What follows belongs to an exercise in optimizing a design on an open flow for small area, a short achievable clock period and few clock cycles per item; a production flow would make more cautious choices.
Where RTL was checked, it was by simulation tests only, not by an equivalence proof against the original.
No activity file was given, so power comes from the tool's default toggle rates.

==> flow/design.v (excerpt) <==
module axi_stream_insert_header#(
		parameter 					DATA_WD=128,
		parameter 					DATA_BYTE_WD=DATA_WD/8,
		parameter 					BYTE_CNT_WD=$clog2(DATA_BYTE_WD)
    )(
		input clk,
		input rst_n,
		input 						valid_in,
		input [DATA_WD-1:0] 		data_in,
		input [DATA_BYTE_WD-1:0] 	keep_in,
		input 						las_in,
		output 						ready_in,
		output						valid_out,
		output [DATA_WD-1:0] 		data_out,
		output [DATA_BYTE_WD-1:0] 	keep_out,
		output						last_out,
		input						ready_out,
		input 						valid_insert,
		input [DATA_WD-1:0]			data_insert,
		input [DATA_BYTE_WD-1:0]	keep_insert,
		input [BYTE_CNT_WD:0]		byte_insert_cnt,
		output						ready_insert
	);
Size in the first run: about 450 I/O pins, ~13000 um^2 of cells after synthesis.
==> module axi_stream_insert_header, before the edit <==
module axi_stream_insert_header#(
		parameter 					DATA_WD=128,
		parameter 					DATA_BYTE_WD=DATA_WD/8,
		parameter 					BYTE_CNT_WD=$clog2(DATA_BYTE_WD)
    )(
		input clk,
		input rst_n,
		input 						valid_in,
		input [DATA_WD-1:0] 		data_in,
		input [DATA_BYTE_WD-1:0] 	keep_in,
		input 						las_in,
		output 						ready_in,
		output						valid_out,
		output [DATA_WD-1:0] 		data_out,
		output [DATA_BYTE_WD-1:0] 	keep_out,
		output						last_out,
		input						ready_out,
		input 						valid_insert,
		input [DATA_WD-1:0]			data_insert,
		input [DATA_BYTE_WD-1:0]	keep_insert,
		input [BYTE_CNT_WD:0]		byte_insert_cnt,
		output						ready_insert
	);
	localparam W  = 2*DATA_WD;			 
	localparam KW = 2*DATA_BYTE_WD;		 
	reg							body;		 
	reg							tail;		 
	reg [DATA_WD-1:0]			prev_n;		 
	wire [DATA_WD-1:0]			prev	=	~prev_n;
	reg [3:0]					sa, sa2, sa3;
	reg [3:0]					sb, sb2, sb3;
	wire [BYTE_CNT_WD-1:0]		t_new	=	DATA_BYTE_WD - byte_insert_cnt;
	wire [3:0]					kg;
	genvar gi;
	generate for (gi = 0; gi < 4; gi = gi + 1) begin : g_kg
		assign kg[gi] = (sa3[0] & keep_in[15-gi]) | (sa3[1] & keep_in[11-gi])
					  | (sa3[2] & keep_in[7-gi])  | (sa3[3] & keep_in[3-gi]);
	end endgenerate
	wire split		=	las_in & |(sb3 & kg);
	wire in_go		=	body & valid_in & ready_out;
	wire pkt_end	=	ready_out & (tail | (body & valid_in & las_in & ~split));
	assign valid_out	=	tail | (body & valid_in);
	assign ready_in		=	ready_out & (tail | (body & ~split));
	assign ready_insert	=	~(body | tail) | pkt_end;
	assign last_out		=	tail | (las_in & ~split);
	wire [W-1:0]				d0	=	{prev, data_in};
	wire [W-1:0]				wa0	=	{{76{sa[0]}}, {W-76{sa2[0]}}};
	wire [W-1:0]				wa1	=	{{76{sa[1]}}, {W-76{sa2[1]}}};
	wire [W-1:0]				wa2	=	{{76{sa[2]}}, {W-76{sa2[2]}}};
	wire [W-1:0]				wa3	=	{{76{sa[3]}}, {W-76{sa2[3]}}};
	wire [W-1:0]				wb0	=	{{64{sb[0]}}, {W-64{sb2[0]}}};
	wire [W-1:0]				wb1	=	{{64{sb[1]}}, {W-64{sb2[1]}}};
	wire [W-1:0]				wb2	=	{{64{sb[2]}}, {W-64{sb2[2]}}};
	wire [W-1:0]				wb3	=	{{64{sb[3]}}, {W-64{sb2[3]}}};
	wire [W-1:0]				d1	=	(d0 & wa0) | ({d0[W-33:0], 32'b0} & wa1)
									  | ({d0[W-65:0], 64'b0} & wa2) | ({d0[W-97:0], 96'b0} & wa3);
	wire [W-1:0]				d2	=	(d1 & wb0) | ({d1[W-9:0], 8'b0} & wb1)
									  | ({d1[W-17:0], 16'b0} & wb2) | ({d1[W-25:0], 24'b0} & wb3);
	assign data_out		=	d2[W-1:DATA_WD];
	wire [KW-1:0]				k0	=	{keep_in | {DATA_BYTE_WD{~tail}}, keep_in & {DATA_BYTE_WD{~tail}}};
	wire [KW-1:0]				k1	=	(k0 & {KW{sa3[0]}}) | ({k0[KW-5:0], 4'b0} & {KW{sa3[1]}})
									  | ({k0[KW-9:0], 8'b0} & {KW{sa3[2]}}) | ({k0[KW-13:0], 12'b0} & {KW{sa3[3]}});
	wire [KW-1:0]				k2	=	(k1 & {KW{sb3[0]}}) | ({k1[KW-2:0], 1'b0} & {KW{sb3[1]}})
									  | ({k1[KW-3:0], 2'b0} & {KW{sb3[2]}}) | ({k1[KW-4:0], 3'b0} & {KW{sb3[3]}});
	assign keep_out		=	k2[KW-1:DATA_BYTE_WD];
	wire hdr_go		=	valid_insert & ready_insert;
	always @(posedge clk) begin
		if (!rst_n) begin
			body	<= 1'b0;
			tail	<= 1'b0;
		end
		else if (hdr_go) begin
			body	<= 1'b1;
			tail	<= 1'b0;
		end
		else if (pkt_end) begin
			body	<= 1'b0;
			tail	<= 1'b0;
		end
		else if (in_go & split) begin
			body	<= 1'b0;
			tail	<= 1'b1;
		end
	end
	wire take_hdr	=	~body | (las_in & ~split);
	always @(posedge clk) begin
		if (hdr_go | in_go)
			prev_n	<= ~(take_hdr ? data_insert : data_in);
		if (hdr_go) begin
			sa		<= 4'b0001 << t_new[3:2];
			sb		<= 4'b0001 << t_new[1:0];
		end
	end
	always @(posedge clk) begin
		if (!rst_n) begin
			sa2		<= 4'b0000;
			sb2		<= 4'b0000;
			sa3		<= 4'b1111;
			sb3		<= 4'b1111;
		end
		else if (hdr_go) begin
			sa2		<= 4'b0001 << t_new[3:2];
			sb2		<= 4'b0001 << t_new[1:0];
			sa3		<= 4'b0001 << t_new[3:2];
			sb3		<= 4'b0001 << t_new[1:0];
		end
	end
endmodule
clock: 5.5 ns
lec_check: 0
cap_margin: 20
core_area: 5 5 195 195
die_area: 0 0 200 200
setup_slack_margin: 2.0
slew_margin: 20
standard.sh (not shown) runs the stock make flow with config.mk's settings and CLKGATE_MAP_FILE= SYNTH_SCRIPT=/design/flow/synth_recipe.tcl, a recipe that flattens the netlist after the stock synthesis.
==> flow/flow/run.sh <==
#!/bin/bash
# Standard layout, with the port buffers made of the smallest buffer cell
# (the timing repair may still resize them).
set -euo pipefail
export BUFFER_PORTS_ARGS="-buffer_cell sky130_fd_sc_hd__buf_1"
bash standard.sh > standard.log 2>&1
Edit:
==> flow/design.v (replaced) <==
`timescale 1ns / 1ps
module axi_stream_insert_header#(
		parameter 					DATA_WD=128,
		parameter 					DATA_BYTE_WD=DATA_WD/8,
		parameter 					BYTE_CNT_WD=$clog2(DATA_BYTE_WD)
    )(
		input clk,
		input rst_n,
		input 						valid_in,
		input [DATA_WD-1:0] 		data_in,
		input [DATA_BYTE_WD-1:0] 	keep_in,
		input 						las_in,
		output 						ready_in,
		output						valid_out,
		output [DATA_WD-1:0] 		data_out,
		output [DATA_BYTE_WD-1:0] 	keep_out,
		output						last_out,
		input						ready_out,
		input 						valid_insert,
		input [DATA_WD-1:0]			data_insert,
		input [DATA_BYTE_WD-1:0]	keep_insert,
		input [BYTE_CNT_WD:0]		byte_insert_cnt,
		output						ready_insert
	);
	localparam W  = 2*DATA_WD;			 
	localparam KW = 2*DATA_BYTE_WD;		 
	reg							body;		 
	reg							tail;		 
	reg [DATA_WD-1:0]			prev;		 
	reg [3:0]					sa;			 
	reg [3:0]					sb;			 
	wire [BYTE_CNT_WD-1:0]		t_new	=	DATA_BYTE_WD - byte_insert_cnt;
	wire [3:0]					kg;
	genvar gi;
	generate for (gi = 0; gi < 4; gi = gi + 1) begin : g_kg
		assign kg[gi] = (sa[0] & keep_in[15-gi]) | (sa[1] & keep_in[11-gi])
					  | (sa[2] & keep_in[7-gi])  | (sa[3] & keep_in[3-gi]);
	end endgenerate
	wire split		=	las_in & |(sb & kg);
	wire in_go		=	body & valid_in & ready_out;
	wire pkt_end	=	ready_out & (tail | (body & valid_in & las_in & ~split));
	assign valid_out	=	tail | (body & valid_in);
	assign ready_in		=	ready_out & (tail | (body & ~split));
	assign ready_insert	=	~(body | tail) | pkt_end;
	assign last_out		=	tail | (las_in & ~split);
	wire [W-1:0]				d0	=	{prev, data_in};
	wire [W-1:0]				d1	=	(d0 & {W{sa[0]}}) | ({d0[W-33:0], 32'b0} & {W{sa[1]}})
									  | ({d0[W-65:0], 64'b0} & {W{sa[2]}}) | ({d0[W-97:0], 96'b0} & {W{sa[3]}});
	wire [W-1:0]				d2	=	(d1 & {W{sb[0]}}) | ({d1[W-9:0], 8'b0} & {W{sb[1]}})
									  | ({d1[W-17:0], 16'b0} & {W{sb[2]}}) | ({d1[W-25:0], 24'b0} & {W{sb[3]}});
	assign data_out		=	d2[W-1:DATA_WD];
	wire [KW-1:0]				k0	=	{keep_in | {DATA_BYTE_WD{~tail}}, keep_in & {DATA_BYTE_WD{~tail}}};
	wire [KW-1:0]				k1	=	(k0 & {KW{sa[0]}}) | ({k0[KW-5:0], 4'b0} & {KW{sa[1]}})
									  | ({k0[KW-9:0], 8'b0} & {KW{sa[2]}}) | ({k0[KW-13:0], 12'b0} & {KW{sa[3]}});
	wire [KW-1:0]				k2	=	(k1 & {KW{sb[0]}}) | ({k1[KW-2:0], 1'b0} & {KW{sb[1]}})
									  | ({k1[KW-3:0], 2'b0} & {KW{sb[2]}}) | ({k1[KW-4:0], 3'b0} & {KW{sb[3]}});
	assign keep_out		=	k2[KW-1:DATA_BYTE_WD];
	wire hdr_go		=	valid_insert & ready_insert;
	always @(posedge clk) begin
		if (!rst_n) begin
			body	<= 1'b0;
			tail	<= 1'b0;
		end
		else if (hdr_go) begin
			body	<= 1'b1;
			tail	<= 1'b0;
		end
		else if (pkt_end) begin
			body	<= 1'b0;
			tail	<= 1'b0;
		end
		else if (in_go & split) begin
			body	<= 1'b0;
			tail	<= 1'b1;
		end
	end
	wire take_hdr	=	~body | (las_in & ~split);
	always @(posedge clk) begin
		if (hdr_go | in_go)
			prev	<= take_hdr ? data_insert : data_in;
		if (hdr_go) begin
			sa		<= 4'b0001 << t_new[3:2];
			sb		<= 4'b0001 << t_new[1:0];
		end
	end
endmodule
After rerunning: Setup slack gains 110 ps; utilization is lower by 3.2 points; total power increases by 2.0%; count of clock-buffer cells in the layout is higher by 1; via count falls by 8.7%; synthesized cell count decreases by 1.4%; non-clock buffer count goes down by 37; synthesized area barely changes.
Testbench counts after the change, summed over its fixed seeds: cycles 24,851, bytes 373,248.
No functional check of the RTL was part of the first run of this note.

port drivers added, routing unchanged:
No port has a modelled driver above. Below, the same layouts with a new extraction and two added sets of constraints.
Step 1, drivers: a clkbuf_16 drives clk and a buf_2 each remaining input, both assumed.
Step 2, shift: input delay + t, output delay - t, t = (earliest + latest rising clock arrival at the registers) / 2. This alone moves slack from input paths to output paths.
Three values: ideal, step 1, step 2; two values: the first two.
run | t (ns) | slack for setup (ns) | latest minus earliest clock arrival (ns) | worst data-port slew with drivers (ns)
the first run | 0.499 | 1.883 / 1.845 / 1.635 | 0.018 / 0.018 | 0.08
the second run | 0.504 | 1.990 / 1.934 / 1.744 | 0.007 / 0.007 | 0.07
After both steps every run listed still meets setup and hold. For the first run, which loses most, drivers alone change the setup slack by -0.038 ns; drivers and shift together by -0.248 ns.
